This is an optimization exercise on Yosys and OpenROAD, whose aim is small area, not a production implementation.
Only simulation tests tie the RTL to the original design; equivalence was not proved.
Power is estimated from default activity; no workload was simulated.

## flow/design.v (module list and top-level ports; edited modules follow where they fit)
// module fa: 4 lines
// module mul3: 1492 lines
// module add32: 280 lines
// module multiple: 105 lines
module multiple(
 input iClk,
 input iReset_n,
 input iChipSelect_n,
 input iWrite_n,
 input iRead_n,
 input [3:0] iAddress,
 input [31:0] iData,
 output reg [31:0] oData
 );
  // ...
==> flow/flow/run.sh <==
#!/bin/bash
# The standard layout, with the input and output port buffers made of the
# smallest buffer cell (every port still gets its own buffer).
set -euo pipefail
export BUFFER_PORTS_ARGS="-buffer_cell sky130_fd_sc_hd__buf_1"
bash standard.sh > standard_flow.log 2>&1
==> flow/standard.sh <==
#!/bin/bash
# synth_recipe.tcl (not shown) runs the flow's synth.tcl, then flattens the netlist and writes it again
# the make line also repeats each setting of config.mk as NAME=value (left out here)
make -C /OpenROAD-flow-scripts/flow DESIGN_CONFIG=/design/flow/config.mk WORK_HOME=/design/flow/orfs CLKGATE_MAP_FILE= SYNTH_SCRIPT=/design/flow/synth_recipe.tcl "${@:-finish}"
==> flow/config.mk <==
export PLATFORM = sky130hd
export DESIGN_NAME = multiple
export DESIGN_NICKNAME = multiple
export VERILOG_FILES = /design/flow/design.v
export SDC_FILE = /design/flow/constraint.sdc
export NUM_CORES = 4
export LEC_CHECK = 0
export CAP_MARGIN = 20
export CORE_MARGIN = 2
export CORE_UTILIZATION = 40
export CTS_CLUSTER_DIAMETER = 120
export CTS_CLUSTER_SIZE = 26
export SLEW_MARGIN = 20
export SYNTH_HIERARCHICAL = 1
==> flow/constraint.sdc <==
create_clock -name core_clock -period 9.0 [get_ports {iClk}]
set_input_delay 1.8000 -clock core_clock [delete_from_list [all_inputs] [get_ports {iClk}]]
set_output_delay 1.8000 -clock core_clock [all_outputs]
set_load 0.01 [all_outputs]
==> impl_metrics.csv, run 1 <==
group,metric,value,unit
status,status,"finished clean",
clock_network,post_cts_resized,0,
final_layout,seq_share,0.404,
synth,synth_top_family_by_area,"adder cells",
clock_network,post-cts-setup-buffer-count,0,
setup_path,crit_path_end_kind,"register",
power,clockPowerShare,0.178,
setup_path,crit_fanout,20,
synth,yosysWarnings,7,
detailed_routing,antenna_left,0,
clock_network,htree_levels,1,
power,totalPowerFinal,4.16,mW
sta,fmax,122,MHz
synth,yosysUniqueCellTypes,63,
global_routing,grt.met2_usage,0.349,
synth,post-synth-top-area-fraction,0.278,
clock_network,cts_sinks,297,
floorplan,taps,607,
floorplan,io_pins,73,
setup_path,reg2reg_depth,25,
synth,synth_seq_area_share,0.423,
global_routing,grtUsageMet3,0.0324,
final_layout,multiInputGateArea,9630,µm²
final_layout,final_cell_mix,"nor2_1, fa_1, edfxtp_1",
power,p_comb,1.61,mW
sta,hold_viol_final,0,
synth,synth.net_count,1833,
final_layout,comb.multi_input.count,971,
global_routing,overflow,0,
sta,setup_slack,0.814,ns
power,vdd_drop_max,0.000172,V
sta,slew_headroom,0.245,
sta,rsz0062_at_grt,"false",
setup_path,r2r_slack,0.81,ns
synth,synth_fa_ha_area_frac,0.300,
floorplan,core-area,46400,µm²
setup_path,critPathSlowestCell,"dfstp_2",
final_layout,final_area,19500,µm²
setup_path,crit_family,"adder cells",
==> module multiple, before the edit <==
module multiple(
 input iClk,
 input iReset_n,
 input iChipSelect_n,
 input iWrite_n,
 input iRead_n,
 input [3:0] iAddress,
 input [31:0] iData,
 output reg [31:0] oData
 );
	reg [31:0] a, b, c, d;
	reg za, zb, zc, zd;
	reg [3:0] control;
	wire wr = ~iChipSelect_n & ~iWrite_n;
	wire rd = ~iChipSelect_n & ~iRead_n;
	always @(posedge iClk, negedge iReset_n)
		if (~iReset_n) begin
			za <= 1'b1; zb <= 1'b1; zc <= 1'b1; zd <= 1'b1;
			control <= 4'd0;
		end else if (wr) begin
			case (iAddress)
			4'd0: za <= 1'b0;
			4'd1: zb <= 1'b0;
			4'd2: zc <= 1'b0;
			4'd3: zd <= 1'b0;
			4'd4: control <= iData[3:0];
			default: ;
			endcase
		end
	reg pac;
	always @(posedge iClk)
		if (wr) begin
			case (iAddress)
			4'd0: begin a <= iData; pac <= 1'b1; end
			4'd1: begin b <= iData; pac <= 1'b0; end
			4'd2: begin c <= iData; pac <= 1'b1; end
			4'd3: begin d <= iData; pac <= 1'b0; end
			default: ;
			endcase
		end
	wire [15:0] nx = ~(pac ? a[15:0] : b[15:0]);
	wire [15:0] ny = ~(pac ? c[15:0] : d[15:0]);
	wire [31:0] m16;
	wire [7:0] m8h;
	wire [3:0] m4h;
	mul3 mul(.nx(nx), .ny(ny), .p16(m16), .p8h(m8h), .p4h(m4h));
	reg pacd;
	reg [31:0] l16, o16;
	reg [7:0] l8h, o8h;
	reg [3:0] l4h, o4h;
	wire sw = pac ^ pacd;
	always @(posedge iClk) begin
		pacd <= pac;
		l16 <= m16; l8h <= m8h; l4h <= m4h;
		if (sw) begin
			o16 <= l16; o8h <= l8h; o4h <= l4h;
		end
	end
	reg zl, zo;
	always @(posedge iClk, negedge iReset_n)
		if (~iReset_n) begin
			zl <= 1'b1; zo <= 1'b1;
		end else begin
			zl <= pac ? (za | zc) : (zb | zd);
			zo <= pac ? (zb | zd) : (za | zc);
		end
	reg hd, rn, md1, md0;
	always @(posedge iClk) begin
		hd <= control[2] & control[3] & control[1] & ~control[0];
		rn <= control[2] & control[3];
		md1 <= control[1];
		md0 <= control[0];
	end
	function [31:0] msel(input [31:0] p16, input [7:0] p8h, input [3:0] p4h, input z);
		msel = z ? 32'd0 : {p16[31:16] & {16{md1}},
		                    md0 ? (md1 ? p16[15:8] : p8h) : 8'd0,
		                    md0 ? p16[7:4] : p4h,
		                    p16[3:0]};
	endfunction
	reg [31:0] rst;
	reg vst;
	wire [31:0] res;
	add32 add(.x(hd ? rst : msel(l16, l8h, l4h, zl)), .y(msel(o16, o8h, o4h, zo | hd)), .s(res));
	wire val = hd ? vst : rn;
	always @(posedge iClk) begin
		rst <= res;
		vst <= val;
	end
	wire vis = control[2] & val;
	always @(posedge iClk, negedge iReset_n)
		if (~iReset_n)
			oData <= 32'd0;
		else if (rd) begin
			case (iAddress)
			4'd0: oData <= za ? 32'd0 : a;
			4'd1: oData <= zb ? 32'd0 : b;
			4'd2: oData <= zc ? 32'd0 : c;
			4'd3: oData <= zd ? 32'd0 : d;
			4'd4: oData[3:0] <= control;
			4'd5: oData <= vis ? res : 32'd0;
			4'd6: oData[1:0] <= {2{vis}};
			default: ;
			endcase
		end
endmodule
==> run 2: changes to the inputs <==
--- a/flow/design.v
+++ b/flow/design.v
@@ -1849,6 +1849,7 @@
 	end
-	function [31:0] msel(input [31:0] p16, input [7:0] p8h, input [3:0] p4h, input z);
-		msel = z ? 32'd0 : {p16[31:16] & {16{md1}},
-		                    md0 ? (md1 ? p16[15:8] : p8h) : 8'd0,
-		                    md0 ? p16[7:4] : p4h,
+	function [31:0] msel(input [31:0] p16, input [7:0] p8h, input [3:0] p4h,
+	                     input z, input m1, input m0);
+		msel = z ? 32'd0 : {p16[31:16] & {16{m1}},
+		                    m0 ? (m1 ? p16[15:8] : p8h) : 8'd0,
+		                    m0 ? p16[7:4] : p4h,
 		                    p16[3:0]};
@@ -1858,3 +1859,3 @@
 	wire [31:0] res;
-	add32 add(.x(hd ? rst : msel(l16, l8h, l4h, zl)), .y(msel(o16, o8h, o4h, zo | hd)), .s(res));
+	add32 add(.x(hd ? rst : msel(l16, l8h, l4h, zl, md1, md0)), .y(msel(o16, o8h, o4h, zo | hd, md1, md0)), .s(res));
 	wire val = hd ? vst : rn;
==> run 2 against run 1 <==
Compared with the run above:
- core utilization unchanged
- sequential share of layout area unchanged
- total power unchanged
- die area unchanged
- still clean
- maximum frequency unchanged
- non-clock buffer count unchanged
- via count unchanged
- combinational power about the same
- routed wire length unchanged
- clock skew unchanged
==> impl_metrics.csv, run 2 <==
group,metric,value,unit
status,status,"finished clean",
setup_path,crit_path_end_kind,"register",
detailed_routing,drtIter0Drc,927,
detailed_routing,routed_wl,47100,µm
power,power_density,213,nW/µm²
final_layout,layout_commonest_cell,"nor2_1",
global_routing,grt_max_degree,57,
final_layout,n_fill_cell,4253,
clock_network,clk_pin_slew,0.11,ns
sta,rsz0062_at_grt,"false",
floorplan,initial_core_util,0.403,
floorplan,die_w,220,µm
synth,syn_inst,1492,
placed_design,dp_hpwl,34700,µm
sta,min_period,8.19,ns
detailed_routing,drcViolationCount,0,
synth,synth_seq_area_share,0.423,
setup_path,r2r_slack,0.81,ns
floorplan,io_pins,73,
clock_network,root_buffer,"clkbuf_16",
clock_network,cts_buffer_depth,3,
sta,whs,0.442,ns
setup_path,crit_fanout,20,
floorplan,core-area,46400,µm²
placed_design,place.gp.congestion,0.848,
global_routing,grt_first_pass_wirelength,73400,µm
global_routing,antenna_found_initial,3,
synth,synth_area_leaders,"edfxtp_1, fa_1, dfxtp_1",
synth,async_flop_share,0.141,
final_layout,drive_gt1_frac,0.0726,
setup_path,crit_type,"register to register",
detailed_routing,vias,11400,
synth,yosysWarnings,7,
setup_path,startpoint_type,"register",
clock_network,htree_levels,1,
setup_path,cp_data_arrival_time,8.60,ns
detailed_routing,viasPerCell,5.51,
placed_design,portBuffers,72,
synth,synth_commonest_cells,"nor2_1, fa_1, edfxtp_1",
global_routing,grt_pass1_vias,12400,
synth,yosysTopAreaCell,"edfxtp_1",
floorplan,rows,79,
synth,synth_area,18700,µm²
sta,fmax,122,MHz
synth,ys_seq_elements,297,
power,totalPowerFinal,4.16,mW
setup_path,critPathSlowestCell,"dfstp_2",
setup_path,timing.critical_path.buf_inv,1,
setup_path,crit_family,"adder cells",
sta,tns,0,ns
clock_network,cts_made_buffers,15,
clock_network,cts_sinks,297,
sta,finClkSkew,0.0234,ns
clock_network,ctsHoldBuffers,0,
setup_path,crit_required,9.41,ns
sta,hold_viol_final,0,
final_layout,diodes,0,
power,leakage,7.76,nW
global_routing,grt_use_total,0.204,
setup_path,critical-path-max-stage-delay,0.59,ns
sta,tightest_slew,1.12,ns
synth,yosysUniqueCellTypes,63,
sta,maxSlewViolCount,0,
sta,setup_viol_count_final,0,
clock_network,post-cts-setup-buffer-count,0,
floorplan,die_h,220,µm
final_layout,fin_nets,1794,
synth,synth.most_common_cell,"nor2_1",
final_layout,final_cell_mix,"nor2_1, fa_1, edfxtp_1",
detailed_routing,antenna_left,0,
sta,slew_headroom,0.245,
synth,synth_ff_type,"edfxtp_1",
floorplan,die_area,48400,µm²
synth,synth.net_count,1833,
detailed_routing,dr.pass1.iters,8,
final_layout,fin_util,0.421,
clock_network,post_cts_resized,0,
worst_hold_path,hold_class,"register to register",
sta,finalCritPeriodShare,0.910,
run,cap_violations,0,
detailed_routing,wl_per_cell,22.8,µm
global_routing,overflow,0,
clock_network,cts_tree,"built",
synth,post-synth-top-area-fraction,0.278,
clock_network,worst_skew_pair.late_latency,0.51,ns
power,vdd_drop_max,0.000172,V
setup_path,cp_common_cell,"fa_1",
final_layout,syn_to_final_growth,4.54,%
synth,synth_edf_count,173,
synth,postSynthAreaPerCell,12.5,µm²
-- run 2: cell counts after synthesis --
Identical to the previous run, type by type.
-- run 2: worst paths after layout --
| kind | end | from | depth (start not counted) |
|---|---|---|---|
| max reg2reg | oData[31]$_DFFE_PN0P_ | zo$_DFF_PN1_ | 25 |
| min reg2reg | o8h[4]$_DFFE_PP_ | l8h[4]$_DFF_P_ | 0 |
| max in group asynchronous | oData[7]$_DFFE_PN0P_ | iReset_n | 2 |
| max | oData[31]$_DFFE_PN0P_ | zo$_DFF_PN1_ | 25 |
| min | o8h[4]$_DFFE_PP_ | l8h[4]$_DFF_P_ | 0 |
| min in group asynchronous | oData[17]$_DFFE_PN0P_ | iReset_n | 2 |
-- run 2: cells by family after synthesis --
logic type      Yosys count  share of synthesized area
mux                      61                     0.0330
fa+ha+maj               300                      0.300
compound gates          187                     0.0760
flops                   297                      0.423
simple gates            403                     0.0936
xor+xnor                 20                    0.00938
buf+inv                 224                     0.0652
-- run 2: metal layers --
metal,part of all wire,track usage
met1,0.41,0.262
met2,0.50,0.349
met3,0.062,0.0324
met4,0.036,0.0698
met5,0.00021,0
-- run 2: through the flow --
step                cells  area (µm²)  setup slack [ns]
floorplan            1492       18700              1.14
global placement     2043       19100             0.979
detailed placement   2043       19100             0.786
CTS                  2068       19500             0.818
global route         2068       19500             0.470
finish               2068       19500             0.814
-- run 2: where the power goes --
group,switching (mW),internal [mW],leakage (nW)
combinational,0.953,0.662,4.81
clock,0.420,0.322,0.203
sequential,0.114,1.69,2.75
total,1.49,2.67,7.76
-- run 2: per-module statistics from Yosys (local to each module, per instance) --
module / copies in the design / flops+latches / cell area [µm²] / cells
mul3: 1 / 0 / 2630 / 485
fa: 226 / 0 / 20.0 / 1
multiple: 1 / 297 / 10500 / 665
add32: 1 / 0 / 982 / 116
-- run 2: area by class of cell --
cell class / count / area, µm² / share of cell area
Multi-Input combinational cell: 971 / 9630 / 0.493
Sequential cell: 297 / 7900 / 0.404
Tap cell: 607 / 759 / 0.0389
Timing Repair Buffer: 121 / 639 / 0.0327
Clock buffer: 24 / 409 / 0.0210
Inverter: 47 / 176 / 0.00903
Clock inverter: 1 / 16.3 / 0.000833
==> run 3: changes to the inputs <==
--- a/flow/config.mk
+++ b/flow/config.mk
@@ -10,4 +10,5 @@
 export CORE_UTILIZATION = 40
-export CTS_CLUSTER_DIAMETER = 120
-export CTS_CLUSTER_SIZE = 26
+export CTS_CLUSTER_DIAMETER = 150
+export CTS_CLUSTER_SIZE = 30
+export PLACE_DENSITY = 0.7
 export SLEW_MARGIN = 20
==> run 3 against run 2 <==
Compared with the run above:
- largest power group unchanged
- clock-buffer cell count fell by 4
- clock skew shrank 0.0077 ns
- via count grew 0.89%
- final area shrank 0.23%
- final cell count down 0.15%
- critical path depth unchanged
- core utilization is 0.097 points lower
- combinational power fell by 2%
- first-iteration DRC count increased by 18%
- still clean on timing, DRC and antenna
- die area did not move
==> impl_metrics.csv, run 3 <==
group,metric,value,unit
status,status,"finished clean",
clock_network,cts_tree,"built",
clock_network,htree_levels,1,
worst_hold_path,hp-start,"l16[13]$_DFF_P_",
setup_path,timing.critical_path.buf_inv,0,
final_layout,n_fill_cell,4168,
synth,async_flop_share,0.141,
sta,finalCritPeriodShare,0.923,
worst_hold_path,hold_class,"register to register",
sta,min_period,8.31,ns
final_layout,final_cell_mix,"nor2_1, fa_1, edfxtp_1",
setup_path,reg2reg_depth,25,
final_layout,seq_area,7900,µm²
sta,slew_headroom,0.264,
detailed_routing,wl_per_cell,21.6,µm
placed_design,place.gp.congestion,0.859,
setup_path,crit_type,"register to register",
detailed_routing,viasPerCell,5.57,
floorplan,die_h,220,µm
setup_path,crit_required,9.41,ns
power,leakage,7.73,nW
global_routing,grt_max_degree,57,
global_routing,grt_use_total,0.190,
sta,tns,0,ns
synth,post-synth-top-area-fraction,0.278,
setup_path,startpoint,"zo$_DFF_PN1_",
detailed_routing,dr_wl_met2,22400,µm
synth,synth_ff_type,"edfxtp_1",
detailed_routing,vias,11500,
floorplan,die_area,48400,µm²
detailed_routing,wl_met3,3640,µm
global_routing,antenna_found_initial,5,
clock_network,post-cts-setup-buffer-count,0,
detailed_routing,drtIter0Drc,1090,
setup_path,critPathSlowestCell,"dfstp_2",
clock_network,cts_buffer_depth,3,
synth,synth_area_leaders,"edfxtp_1, fa_1, dfxtp_1",
synth,postSynthAreaPerCell,12.5,µm²
floorplan,initial_core_util,0.403,
run,cap_violations,0,
setup_path,crit_family,"adder cells",
synth,synth.most_common_cell,"nor2_1",
global_routing,overflow,0,
setup_path,crit_path_end_kind,"register",
clock_network,cts_sinks,297,
synth,yosysUniqueCellTypes,63,
clock_network,post_cts_resized,0,
setup_path,reg2reg_from,"zo$_DFF_PN1_",
floorplan,rows,79,
synth,ys_seq_elements,297,
floorplan,die_w,220,µm
sta,rsz0062_at_grt,"false",
setup_path,critical-path-max-stage-delay,0.60,ns
synth,synth.net_count,1833,
worst_hold_path,whs_endpoint,"o16[13]$_DFFE_PP_",
detailed_routing,dr.pass1.iters,6,
clock_network,cts_made_buffers,13,
sta,setup_viol_count_final,0,
clock_network,root_buffer,"clkbuf_16",
detailed_routing,wl_met1,17100,µm
synth,yosysTopAreaCell,"edfxtp_1",
sta,tightest_slew,1.07,ns
worst_hold_path,hold_depth,0,
clock_network,clk_pin_slew,0.11,ns
detailed_routing,drcViolationCount,0,
clock_network,ctsHoldBuffers,0,
power,power_density,207,nW/µm²
sta,finClkSkew,0.0157,ns
final_layout,multiInputGateArea,9650,µm²
clock_network,worst_skew_pair.late_latency,0.49,ns
setup_path,rr_endpoint,"oData[31]$_DFFE_PN0P_",
synth,syn_inst,1492,
synth,synth_area,18700,µm²
global_routing,grt_first_pass_wirelength,70300,µm
power,totalPowerFinal,4.04,mW
floorplan,io_pins,73,
global_routing,grt_pass1_vias,12500,
power,vdd_drop_max,0.000167,V
detailed_routing,top_layer,"met5",
setup_path,cp_data_arrival_time,8.71,ns
synth,synth_commonest_cells,"nor2_1, fa_1, edfxtp_1",
sta,fmax,120,MHz
detailed_routing,antenna_left,0,
synth,synth_seq_area_share,0.423,
final_layout,layout_commonest_cell,"nor2_1",
setup_path,r2r_slack,0.69,ns
floorplan,core-area,46400,µm²
synth,yosysWarnings,7,
setup_path,startpoint_type,"register",
detailed_routing,routed_wl,44700,µm
sta,hold_viol_final,0,
synth,synth_edf_count,173,
final_layout,drive_gt1_frac,0.0735,
final_layout,syn_to_final_growth,4.30,%
sta,maxSlewViolCount,0,
placed_design,portBuffers,72,
final_layout,fin_nets,1791,
placed_design,dp_hpwl,33100,µm
setup_path,cp_common_cell,"fa_1",
setup_path,crit_fanout,21,
run 3: where the power goes:
part / internal [mW] / switching (mW)
logic: 0.652 / 0.915
clock network: 0.276 / 0.395
registers: 1.69 / 0.115
run 3: cells by family after synthesis:
logic type,count (synthesis),share of synthesized area
simple gates,403,0.0936
fa+ha+maj,300,0.300
flops,297,0.423
buf+inv,224,0.0652
compound gates,187,0.0760
mux,61,0.0330
xor+xnor,20,0.00938
run 3: worst max path at each step:
| stage | slack [ns] | cells past startpoint | endpoint |
|---|---|---|---|
| 3_5_place_dp | 0.59 | 25 | oData[31]$_DFFE_PN0P_ |
| 6_report | 0.69 | 25 | oData[31]$_DFFE_PN0P_ |
| 5_1_grt | 0.46 | 25 | oData[31]$_DFFE_PN0P_ |
| 2_1_floorplan | 1.14 | 27 | oData[31]$_DFFE_PN0P_ |
| 3_3_place_gp | 0.77 | 25 | oData[31]$_DFFE_PN0P_ |
| 4_1_cts | 0.56 | 25 | oData[31]$_DFFE_PN0P_ |
run 3: modules after synthesis, one instance, submodules excluded:
module	area (µm²)	cells inside
multiple	10500	665
add32	982	116
mul3	2630	485
fa	20.0	1
run 3: layer usage:
layer	vias to the layer above	track usage
met3	105	0.0411
met5	-	0
li1	4909	-
met1	5970	0.236
met4	2	0.0604
met2	515	0.328
run 3: through the flow:
step / setup slack (ns) / instance area [µm²] / instances / hold slack, ns / util
after floorplan: 1.14 / 18700 / 1492 / 0.346 / -
after global placement: 0.773 / 19100 / 2041 / 0.413 / 0.412
after detailed placement: 0.590 / 19100 / 2042 / 0.413 / 0.412
after CTS: 0.557 / 19500 / 2063 / 0.439 / 0.420
after global routing: 0.458 / 19500 / 2065 / 0.455 / 0.420
final: 0.694 / 19500 / 2065 / 0.439 / 0.420
run 3: layout make-up:
class / instances / area share
Tap cell: 607 / 0.0390
Antenna cell: 2 / 0.000257
Clock buffer: 20 / 0.0180
Clock inverter: 1 / 0.000257
Inverter: 47 / 0.00906
Sequential cell: 297 / 0.405
Multi-Input combinational cell: 971 / 0.495
Timing Repair Buffer: 120 / 0.0331
==> run 4: changes to the inputs <==
--- a/flow/config.mk
+++ b/flow/config.mk
@@ -12,3 +12,2 @@
 export CTS_CLUSTER_SIZE = 30
-export PLACE_DENSITY = 0.7
 export SLEW_MARGIN = 20
==> run 4 against run 3 <==
Compared with the run above:
- global-route usage increased by 1.4 points
- highest routed layer unchanged
- clock skew down 0.0016 ns
- routed wire length rose by 5.3%
- first-iteration DRC count shrank 7.1%
- via count decreased by 1.6%
- synthesized area unchanged
- still clean
- final area shrank 0.12%
- register-to-register slack improved by 0.12 ns
- largest cell class unchanged
- core utilization down 0.051 points
==> impl_metrics.csv, run 4 <==
group,metric,value,unit
setup_path,cp-endpoint,"oData[31]$_DFFE_PN0P_",
clock_network,clk_pin_slew,0.12,ns
setup_path,critical-path-max-stage-delay,0.59,ns
setup_path,crit_family,"adder cells",
setup_path,reg2reg_depth,25,
global_routing,grt_max_degree,57,
synth,synth.most_common_cell,"nor2_1",
final_layout,layout_commonest_cell,"nor2_1",
synth,syn_inst,1492,
floorplan,core-area,46400,µm²
setup_path,rr_endpoint,"oData[31]$_DFFE_PN0P_",
detailed_routing,antenna_left,0,
sta,tns,0,ns
placed_design,place_area,19100,µm²
synth,synth_area_leaders,"edfxtp_1, fa_1, dfxtp_1",
setup_path,crit_required,9.42,ns
synth,yosysTopAreaCell,"edfxtp_1",
placed_design,portBuffers,72,
final_layout,final_cell_mix,"nor2_1, fa_1, edfxtp_1",
synth,yosysUniqueCellTypes,63,
setup_path,cp_data_arrival_time,8.61,ns
clock_network,post-cts-setup-buffer-count,0,
setup_path,r2r_slack,0.81,ns
detailed_routing,viasPerCell,5.48,
sta,min_period,8.19,ns
setup_path,startpoint_type,"register",
floorplan,die_area,48400,µm²
clock_network,root_buffer,"clkbuf_16",
final_layout,drive_gt1_frac,0.0714,
setup_path,timing.critical_path.buf_inv,1,
setup_path,critPathSlowestCell,"dfstp_2",
setup_path,crit_path_end_kind,"register",
detailed_routing,dr.pass1.iters,6,
synth,synth_ff_type,"edfxtp_1",
detailed_routing,wl_per_cell,22.8,µm
final_layout,syn_to_final_growth,4.17,%
clock_network,cts_sinks,297,
synth,synth_edf_count,173,
synth,async_flop_share,0.141,
run,cap_violations,0,
setup_path,reg2reg_from,"zo$_DFF_PN1_",
setup_path,cp_common_cell,"fa_1",
synth,synth_commonest_cells,"nor2_1, fa_1, edfxtp_1",
sta,hold_viol_final,0,
global_routing,overflow,0,
worst_hold_path,hold_depth,0,
power,leakage,7.73,nW
global_routing,antenna_found_initial,3,
detailed_routing,drcViolationCount,0,
final_layout,final_area,19500,µm²
sta,tightest_slew,1.10,ns
global_routing,grt_first_pass_wirelength,73300,µm
floorplan,initial_core_util,0.403,
sta,slew_headroom,0.260,
detailed_routing,drtIter0Drc,1013,
final_layout,fin_nets,1792,
setup_path,startpoint,"zo$_DFF_PN1_",
floorplan,die_h,220,µm
detailed_routing,routed_wl,47000,µm
clock_network,cts_tree,"built",
sta,fmax,122,MHz
placed_design,dp_hpwl,34700,µm
floorplan,die_w,220,µm
synth,yosysWarnings,7,
sta,maxSlewViolCount,0,
synth,synth_area,18700,µm²
synth,synth.net_count,1833,
setup_path,cp.depth,25,
clock_network,cts_made_buffers,13,
synth,postSynthAreaPerCell,12.5,µm²
synth,synth_seq_area_share,0.423,
clock_network,htree_levels,1,
global_routing,grt_pass1_vias,12300,
placed_design,place.gp.congestion,0.848,
synth,ys_seq_elements,297,
sta,finalCritPeriodShare,0.910,
sta,finClkSkew,0.0141,ns
setup_path,crit_fanout,20,
power,power_density,211,nW/µm²
setup_path,crit_type,"register to register",
sta,rsz0062_at_grt,"false",
final_layout,diodes,0,
floorplan,rows,79,
clock_network,worst_skew_pair.late_latency,0.50,ns
status,status,"finished clean",
floorplan,io_pins,73,
clock_network,post_cts_resized,0,
global_routing,grt_use_total,0.203,
power,vdd_drop_max,0.000175,V
clock_network,cts_buffer_depth,3,
worst_hold_path,hold_class,"register to register",
synth,post-synth-top-area-fraction,0.278,
clock_network,ctsHoldBuffers,0,
detailed_routing,vias,11300,
sta,setup_viol_count_final,0,
run 4: cell counts after synthesis:
No cell type changed its count.
run 4: stage by stage:
stage | utilization | hold slack (ns) | setup slack (ns) | std cells | power [mW]
floorplan | - | 0.346 | 1.14 | 1492 | 3.30
global placement | 0.412 | 0.414 | 0.979 | 2043 | 3.42
detailed placement | 0.412 | 0.414 | 0.786 | 2043 | 3.45
CTS | 0.420 | 0.444 | 0.803 | 2064 | 4.12
global route | 0.420 | 0.455 | 0.454 | 2064 | 4.38
finish | 0.420 | 0.444 | 0.814 | 2064 | 4.10
run 4: per-layer routing:
metal  global-route usage  share of wire  wire [µm]  up-vias
met1                0.263           0.41      19200     5906
li1                     -              -          -     4914
met5                    0        0.00021         10        -
met4               0.0716          0.035       1640        2
met3               0.0312          0.062       2910       97
met2                0.348           0.49      23300      401
run 4: power breakdown:
part / internal, mW / switching [mW] / total (mW)
clock network: 0.276 / 0.405 / 0.681
registers: 1.69 / 0.115 / 1.80
logic: 0.661 / 0.954 / 1.62
total: 2.62 / 1.47 / 4.10
run 4: worst min path at each step:
| stage | slack [ns] | end | from |
|---|---|---|---|
| final | 0.44 | o16[4]$_DFFE_PP_ | l16[4]$_DFF_P_ |
| after global routing | 0.46 | o4h[1]$_DFFE_PP_ | l4h[1]$_DFF_P_ |
| after CTS | 0.44 | o16[14]$_DFFE_PP_ | l16[14]$_DFF_P_ |
| after detailed placement | 0.41 | md1$_DFF_P_ | control[1]$_DFFE_PN0P_ |
| after global placement | 0.41 | o16[14]$_DFFE_PP_ | l16[14]$_DFF_P_ |
| after floorplan | 0.35 | pacd$_DFF_P_ | pac$_DFFE_PP_ |
run 4: cell families after synthesis:
kind of cell | Yosys count | synth area share
adder cells (fa/ha/maj) | 300 | 0.300
XOR/XNOR | 20 | 0.00938
buffers and inverters | 224 | 0.0652
multiplexers | 61 | 0.0330
flip-flops | 297 | 0.423
AND/OR/NAND/NOR | 403 | 0.0936
AO/OA/AOI/OAI | 187 | 0.0760
run 4: final cells by class:
type | count | area (µm²)
Clock buffer | 20 | 352
Multi-Input combinational cell | 971 | 9630
Sequential cell | 297 | 7900
Inverter | 47 | 176
Fill cell | 4265 | 26900
Clock inverter | 1 | 5.00
Tap cell | 607 | 759
Timing Repair Buffer | 121 | 639
run 4: per-module statistics from Yosys, one instance, submodules excluded:
module	cells inside	area (µm²)	copies in the design
fa	1	20.0	226
mul3	485	2630	1
multiple	665	10500	1
add32	116	982	1
run 4: worst reg2reg max path, stage by stage (launching register included):
cell,delay (ns)
dfstp_2,0.59
nor2_1,0.06
buf_4,0.21
and2_1,0.19
fa_1,0.41
fa_1,0.39
fa_1,0.39
fa_1,0.38
fa_1,0.38
fa_1,0.39
fa_1,0.39
fa_1,0.41
fa_1,0.40
fa_1,0.39
fa_1,0.38
fa_1,0.38
fa_1,0.43
a211oi_2,0.29
o211ai_2,0.16
a31oi_1,0.23
a32oi_1,0.16
fa_1,0.41
xnor2_1,0.19
xnor2_1,0.17
a22oi_1,0.12
a31oi_1,0.22
==> run 5: changes to the inputs <==
--- a/flow/config.mk
+++ b/flow/config.mk
@@ -12,2 +12,3 @@
 export CTS_CLUSTER_SIZE = 30
+export PLACE_DENSITY = 0.85
 export SLEW_MARGIN = 20
==> run 5 against run 4 <==
Compared with the run above:
- hold slack worse by 0.011 ns
- maximum frequency is 3.4% lower
- clock power hardly changed
- sequential share of layout area is 0.15 points lower
- worst setup slack worse by 0.28 ns
==> impl_metrics.csv, run 5 <==
group,metric,value,unit
final_layout,final_cell_mix,"nor2_1, fa_1, edfxtp_1",
floorplan,rows,79,
setup_path,crit_path_end_kind,"register",
placed_design,dp.cells,2034,
clock_network,worst_skew_pair.late_latency,0.50,ns
placed_design,portBuffers,72,
sta,finClkSkew,0.0277,ns
clock_network,cts_made_buffers,13,
global_routing,grt_use_total,0.187,
synth,synth_area_leaders,"edfxtp_1, fa_1, dfxtp_1",
worst_hold_path,hold_class,"register to register",
power,power_density,207,nW/µm²
sta,hold_viol_final,0,
setup_path,crit_required,9.41,ns
synth,async_flop_share,0.141,
clock_network,clk_pin_slew,0.12,ns
final_layout,syn_to_final_growth,4.55,%
worst_hold_path,hp-start,"control[0]$_DFFE_PN0P_",
detailed_routing,antenna_left,0,
global_routing,grt_max_degree,57,
floorplan,die_w,220,µm
synth,synth_edf_count,173,
sta,min_period,8.47,ns
synth,synth_area,18700,µm²
floorplan,die_h,220,µm
setup_path,crit_family,"adder cells",
detailed_routing,wl_per_cell,21.8,µm
sta,tns,0,ns
worst_hold_path,hold_depth,0,
placed_design,place.gp.congestion,0.901,
sta,rsz0062_at_grt,"false",
clock_network,cts_tree,"built",
final_layout,drive_gt1_frac,0.0736,
detailed_routing,viasPerCell,5.78,
floorplan,io_pins,73,
clock_network,post_cts_resized,0,
setup_path,cp.depth,26,
global_routing,antenna_found_initial,3,
detailed_routing,dr.pass1.iters,8,
power,totalPowerFinal,4.04,mW
power,vdd_drop_max,0.000144,V
floorplan,die_area,48400,µm²
final_layout,layout_commonest_cell,"nor2_1",
power,leakage,7.73,nW
setup_path,reg2reg_from,"hd$_DFF_P_",
detailed_routing,routed_wl,45000,µm
synth,yosysTopAreaCell,"edfxtp_1",
synth,post-synth-top-area-fraction,0.278,
status,status,"finished clean",
setup_path,critical-path-max-stage-delay,0.45,ns
synth,yosysWarnings,7,
global_routing,grt_first_pass_wirelength,70200,µm
setup_path,startpoint_type,"register",
setup_path,rr_endpoint,"oData[31]$_DFFE_PN0P_",
clock_network,root_buffer,"clkbuf_16",
setup_path,reg2reg_depth,26,
sta,slew_headroom,0.207,
sta,fmax,118,MHz
synth,synth_ff_type,"edfxtp_1",
clock_network,cts_sinks,297,
placed_design,dp_hpwl,32700,µm
clock_network,post-cts-setup-buffer-count,0,
synth,synth.net_count,1833,
detailed_routing,drtIter0Drc,1461,
sta,finalCritPeriodShare,0.941,
detailed_routing,vias,11900,
sta,whs,0.433,ns
synth,yosysUniqueCellTypes,63,
setup_path,crit_type,"register to register",
synth,syn_inst,1492,
synth,synth_seq_area_share,0.423,
clock_network,htree_levels,1,
synth,synth_commonest_cells,"nor2_1, fa_1, edfxtp_1",
setup_path,crit_fanout,22,
sta,maxSlewViolCount,0,
synth,synth.most_common_cell,"nor2_1",
global_routing,overflow,0,
worst_hold_path,whs_endpoint,"md0$_DFF_P_",
sta,setup_viol_count_final,0,
run,cap_violations,0,
clock_network,ctsHoldBuffers,0,
final_layout,fin_nets,1787,
floorplan,initial_core_util,0.403,
setup_path,timing.critical_path.buf_inv,1,
setup_path,cp_common_cell,"fa_1",
final_layout,final_cells,2063,
synth,postSynthAreaPerCell,12.5,µm²
global_routing,grt_pass1_vias,13100,
synth,ys_seq_elements,297,
setup_path,r2r_slack,0.53,ns
sta,tightest_slew,1.17,ns
setup_path,critPathSlowestCell,"fa_1",
detailed_routing,drcViolationCount,0,
setup_path,cp_data_arrival_time,8.88,ns
floorplan,core-area,46400,µm²
clock_network,cts_buffer_depth,3,
==> run 5: layout make-up <==
class,instances,area (µm²)
fillers,4009,26800
multi-input cells,971,9670
flip-flops and latches,297,7900
well taps,607,759
repair buffers,116,652
clock buffers,20,352
inverters,47,176
clock inverters,2,13.8
diodes,3,7.51
==> run 5: logic make-up after synthesis <==
logic type	synth area share
DFF	0.423
buffers and inverters	0.0652
AOI/OAI and AO/OA	0.0760
and+or+nand+nor	0.0936
muxes	0.0330
adders and majority gates	0.300
xor gates and xnor gates	0.00938
==> run 5: modules after synthesis (local to each module, per instance) <==
module	cells inside	cell area [µm²]	copies in the design	flip-flops and latches
add32	116	982	1	0
fa	1	20.0	226	0
mul3	485	2630	1	0
multiple	665	10500	1	297
==> run 5: worst max-delay path by stage <==
stage / from / to / slack [ns]
6_report: hd$_DFF_P_ / oData[31]$_DFFE_PN0P_ / 0.53
2_1_floorplan: zo$_DFF_PN1_ / oData[31]$_DFFE_PN0P_ / 1.14
3_3_place_gp: hd$_DFF_P_ / oData[31]$_DFFE_PN0P_ / 0.70
5_1_grt: hd$_DFF_P_ / oData[31]$_DFFE_PN0P_ / 0.14
3_5_place_dp: hd$_DFF_P_ / oData[31]$_DFFE_PN0P_ / 0.47
4_1_cts: hd$_DFF_P_ / oData[31]$_DFFE_PN0P_ / 0.39
==> run 5: per-stage QoR <==
step	util	worst slack (ns)	area (µm²)
6_report	0.421	0.529	19500
3_5_place_dp	0.411	0.474	19100
3_3_place_gp	0.411	0.703	19100
2_1_floorplan	-	1.14	18700
5_1_grt	0.421	0.142	19500
4_1_cts	0.419	0.394	19400
==> run 5: power by group <==
group	internal (mW)	total [mW]	switching (mW)
clock network	0.278	0.678	0.400
logic	0.651	1.55	0.900
registers	1.69	1.81	0.126
==> run 5: layer usage <==
metal  part of all wire  global-route usage  up-vias
li1                   -                   -     4906
met1               0.35               0.222     6113
met2               0.51               0.327      748
met3              0.091              0.0346      148
met4              0.043              0.0875        2
met5            0.00033                   0        -
==> run 5: worst reg2reg max path, stage by stage, from the launching register on <==
cell      delay [ns]
dfxtp_1         0.40
buf_4           0.29
nor2_2          0.21
and2_1          0.21
ha_1            0.20
fa_1            0.38
fa_1            0.39
fa_1            0.39
fa_1            0.41
fa_1            0.41
fa_1            0.39
fa_1            0.38
fa_1            0.38
fa_1            0.39
fa_1            0.40
fa_1            0.40
fa_1            0.39
fa_1            0.45
a211oi_2        0.29
o211ai_2        0.17
a31oi_1         0.23
a32oi_1         0.14
fa_1            0.39
xnor2_1         0.19
xnor2_1         0.17
a22oi_1         0.11
a31oi_1         0.22
==> run 6: changes to the inputs <==
--- a/flow/config.mk
+++ b/flow/config.mk
@@ -7,3 +7,3 @@
 export LEC_CHECK = 0
-export CAP_MARGIN = 20
+export CAP_MARGIN = 5
 export CORE_MARGIN = 2
@@ -12,4 +12,3 @@
 export CTS_CLUSTER_SIZE = 30
-export PLACE_DENSITY = 0.85
-export SLEW_MARGIN = 20
+export SLEW_MARGIN = 5
 export SYNTH_HIERARCHICAL = 1
==> run 6 against run 5 <==
Compared with the run above:
- register-to-register slack improved by 0.28 ns
- core utilization down 0.15 points
- routed wire length is 4.5% higher
- die area is the same
- largest power group unchanged
==> impl_metrics.csv, run 6 <==
group,metric,value,unit
sta,maxSlewViolCount,0,
clock_network,cts_buffer_depth,3,
final_layout,seq_area,7900,µm²
final_layout,drive_gt1_frac,0.0714,
power,clockPowerShare,0.166,
synth,synth_edf_count,173,
sta,finalCritPeriodShare,0.910,
clock_network,ctsHoldBuffers,0,
global_routing,grt_use_total,0.203,
final_layout,diodes,0,
final_layout,multiInputGateArea,9630,µm²
floorplan,die_w,220,µm
floorplan,initial_core_util,0.403,
synth,post-synth-top-area-fraction,0.278,
setup_path,cp_data_arrival_time,8.61,ns
synth,yosysWarnings,7,
final_layout,syn_to_final_growth,4.17,%
global_routing,grt_max_degree,57,
detailed_routing,antenna_left,0,
setup_path,startpoint_type,"register",
sta,tns,0,ns
sta,setup_viol_count_final,0,
sta,finClkSkew,0.0141,ns
sta,hold_viol_final,0,
power,pwr-share-seq,0.440,
synth,async_flop_share,0.141,
power,vdd_drop_max,0.000175,V
power,intPower,2.62,mW
synth,synth_commonest_cells,"nor2_1, fa_1, edfxtp_1",
setup_path,crit_type,"register to register",
detailed_routing,vias,11300,
power,leakage,7.73,nW
detailed_routing,wl_per_cell,22.8,µm
placed_design,place.gp.congestion,0.848,
clock_network,cts_made_buffers,13,
synth,synth_ff_type,"edfxtp_1",
synth,synth.most_common_cell,"nor2_1",
clock_network,clk_pin_slew,0.12,ns
clock_network,cts_sinks,297,
detailed_routing,drcViolationCount,0,
clock_network,cts_tree,"built",
final_layout,layout_commonest_cell,"nor2_1",
floorplan,core-area,46400,µm²
synth,synth.net_count,1833,
placed_design,portBuffers,72,
synth,syn_inst,1492,
clock_network,htree_levels,1,
clock_network,post_cts_resized,0,
detailed_routing,drtIter0Drc,1013,
setup_path,critPathSlowestCell,"dfstp_2",
final_layout,final_cell_mix,"nor2_1, fa_1, edfxtp_1",
global_routing,antenna_found_initial,3,
setup_path,crit_fanout,20,
global_routing,grt_pass1_vias,12300,
synth,synth_seq_area_share,0.423,
status,status,"finished clean",
final_layout,n_fill_cell,4265,
detailed_routing,viasPerCell,5.48,
global_routing,grt_first_pass_wirelength,73300,µm
power,switchingPower,1.47,mW
setup_path,cp_common_cell,"fa_1",
detailed_routing,dr.pass1.iters,6,
setup_path,critical-path-max-stage-delay,0.59,ns
placed_design,dp_hpwl,34700,µm
sta,fmax,122,MHz
synth,ys_seq_elements,297,
setup_path,timing.critical_path.buf_inv,1,
synth,synth_area,18700,µm²
sta,slew_headroom,0.260,
setup_path,crit_family,"adder cells",
clock_network,post-cts-setup-buffer-count,0,
synth,synth_area_leaders,"edfxtp_1, fa_1, dfxtp_1",
synth,yosysTopAreaCell,"edfxtp_1",
clock_network,root_buffer,"clkbuf_16",
detailed_routing,routed_wl,47000,µm
run,cap_violations,0,
synth,yosysUniqueCellTypes,63,
sta,tightest_slew,1.10,ns
sta,setup_slack,0.814,ns
floorplan,io_pins,73,
floorplan,die_h,220,µm
sta,min_period,8.19,ns
floorplan,rows,79,
worst_hold_path,hold_class,"register to register",
synth,postSynthAreaPerCell,12.5,µm²
power,power_density,211,nW/µm²
sta,rsz0062_at_grt,"false",
floorplan,die_area,48400,µm²
power,pwr-share-comb,0.394,
setup_path,crit_required,9.42,ns
final_layout,fin_nets,1792,
clock_network,worst_skew_pair.late_latency,0.50,ns
setup_path,crit_path_end_kind,"register",
power,totalPowerFinal,4.10,mW
power,swShare,0.360,
global_routing,overflow,0,
placed_design,preCtsSetupSlack,0.786,ns
## run 6: worst paths after layout
kind	start	endpoint	slack (ns)	depth (start not counted)
max	zo$_DFF_PN1_	oData[31]$_DFFE_PN0P_	0.81	25
min	l16[4]$_DFF_P_	o16[4]$_DFFE_PP_	0.44	0
max reg2reg	zo$_DFF_PN1_	oData[31]$_DFFE_PN0P_	0.81	25
min reg2reg	l16[4]$_DFF_P_	o16[4]$_DFFE_PP_	0.44	0
max in group asynchronous	iReset_n	oData[7]$_DFFE_PN0P_	7.12	2
min in group asynchronous	iReset_n	oData[30]$_DFFE_PN0P_	1.43	2
## run 6: final cells by class
cell class / count / share of cell area
inverter: 47 / 0.00907
clock inverter: 1 / 0.000257
multi-input combinational: 971 / 0.495
timing repair buffer: 121 / 0.0329
tap: 607 / 0.0390
sequential: 297 / 0.406
clock buffer: 20 / 0.0181
## run 6: routing by layer
metal | GRT usage | share of wire
met4 | 0.0716 | 0.035
met2 | 0.348 | 0.49
met5 | 0 | 0.00021
met3 | 0.0312 | 0.062
met1 | 0.263 | 0.41
## run 6: modules after synthesis (local to each module, per instance)
| module | cells inside | copies in the design | cell area, µm² | flip-flops and latches |
|---|---|---|---|---|
| mul3 | 485 | 1 | 2630 | 0 |
| add32 | 116 | 1 | 982 | 0 |
| multiple | 665 | 1 | 10500 | 297 |
| fa | 1 | 226 | 20.0 | 0 |
## run 6: kinds of logic after synthesis
kind of cell / Yosys count / share of synthesized area
compound gates: 187 / 0.0760
xor+xnor: 20 / 0.00938
fa+ha+maj: 300 / 0.300
buf+inv: 224 / 0.0652
flops: 297 / 0.423
mux: 61 / 0.0330
simple gates: 403 / 0.0936
## run 6: per-stage QoR
stage	cells	cell area (µm²)	hold WS, ns	util
3_3_place_gp	2043	19100	0.414	0.412
4_1_cts	2064	19500	0.444	0.420
2_1_floorplan	1492	18700	0.346	-
3_5_place_dp	2043	19100	0.414	0.412
6_report	2064	19500	0.444	0.420
5_1_grt	2064	19500	0.455	0.420
## run 6: worst register-to-register path, stage by stage, from the launching register on
cell and delay (ns):
dfstp_2 0.59, nor2_1 0.06, buf_4 0.21, and2_1 0.19
fa_1 0.41, fa_1 0.39, fa_1 0.39, fa_1 0.38
fa_1 0.38, fa_1 0.39, fa_1 0.39, fa_1 0.41
fa_1 0.40, fa_1 0.39, fa_1 0.38, fa_1 0.38
fa_1 0.43, a211oi_2 0.29, o211ai_2 0.16, a31oi_1 0.23
a32oi_1 0.16, fa_1 0.41, xnor2_1 0.19, xnor2_1 0.17
a22oi_1 0.12, a31oi_1 0.22
## run 6: power groups by stage
| stage | combinational, mW | sequential [mW] | clock, mW |
|---|---|---|---|
| 2_1_floorplan | 1.50 | 1.79 | 0 |
| 3_3_place_gp | 1.58 | 1.83 | 0 |
| 3_5_place_dp | 1.61 | 1.83 | 0 |
| 4_1_cts | 1.62 | 1.80 | 0.696 |
| 5_1_grt | 1.82 | 1.82 | 0.739 |
| 6_report | 1.62 | 1.80 | 0.681 |

-- separate check: timing with driven ports --
No port has a modelled driver above. Below, the same layouts with a new extraction and two added sets of constraints. Step 1: set_driving_cell puts a clkbuf_16 on iClk and a buf_2 on each other input, an assumption about the parent block. Step 2 moves the port delays by t, midway between the first and last clock arrival at a register: inputs arrive t later, outputs are due t later. That takes back most of the time a late clock gives input paths. Slacks: ideal ports / drivers / drivers and shift; pairs: ideal ports / drivers.
run	t (ns)	slack for setup (ns)	clock arrival spread, ns
run 1	0.550	0.814 / 0.814 / 0.814	0.023 / 0.023
run 2	0.550	0.814 / 0.814 / 0.814	0.023 / 0.023
run 3	0.530	0.694 / 0.694 / 0.694	0.016 / 0.016
run 4	0.545	0.814 / 0.814 / 0.814	0.015 / 0.014
run 5	0.538	0.529 / 0.529 / 0.529	0.028 / 0.028
run 6	0.545	0.814 / 0.814 / 0.814	0.015 / 0.014
After both steps setup and hold are still met in every run listed.
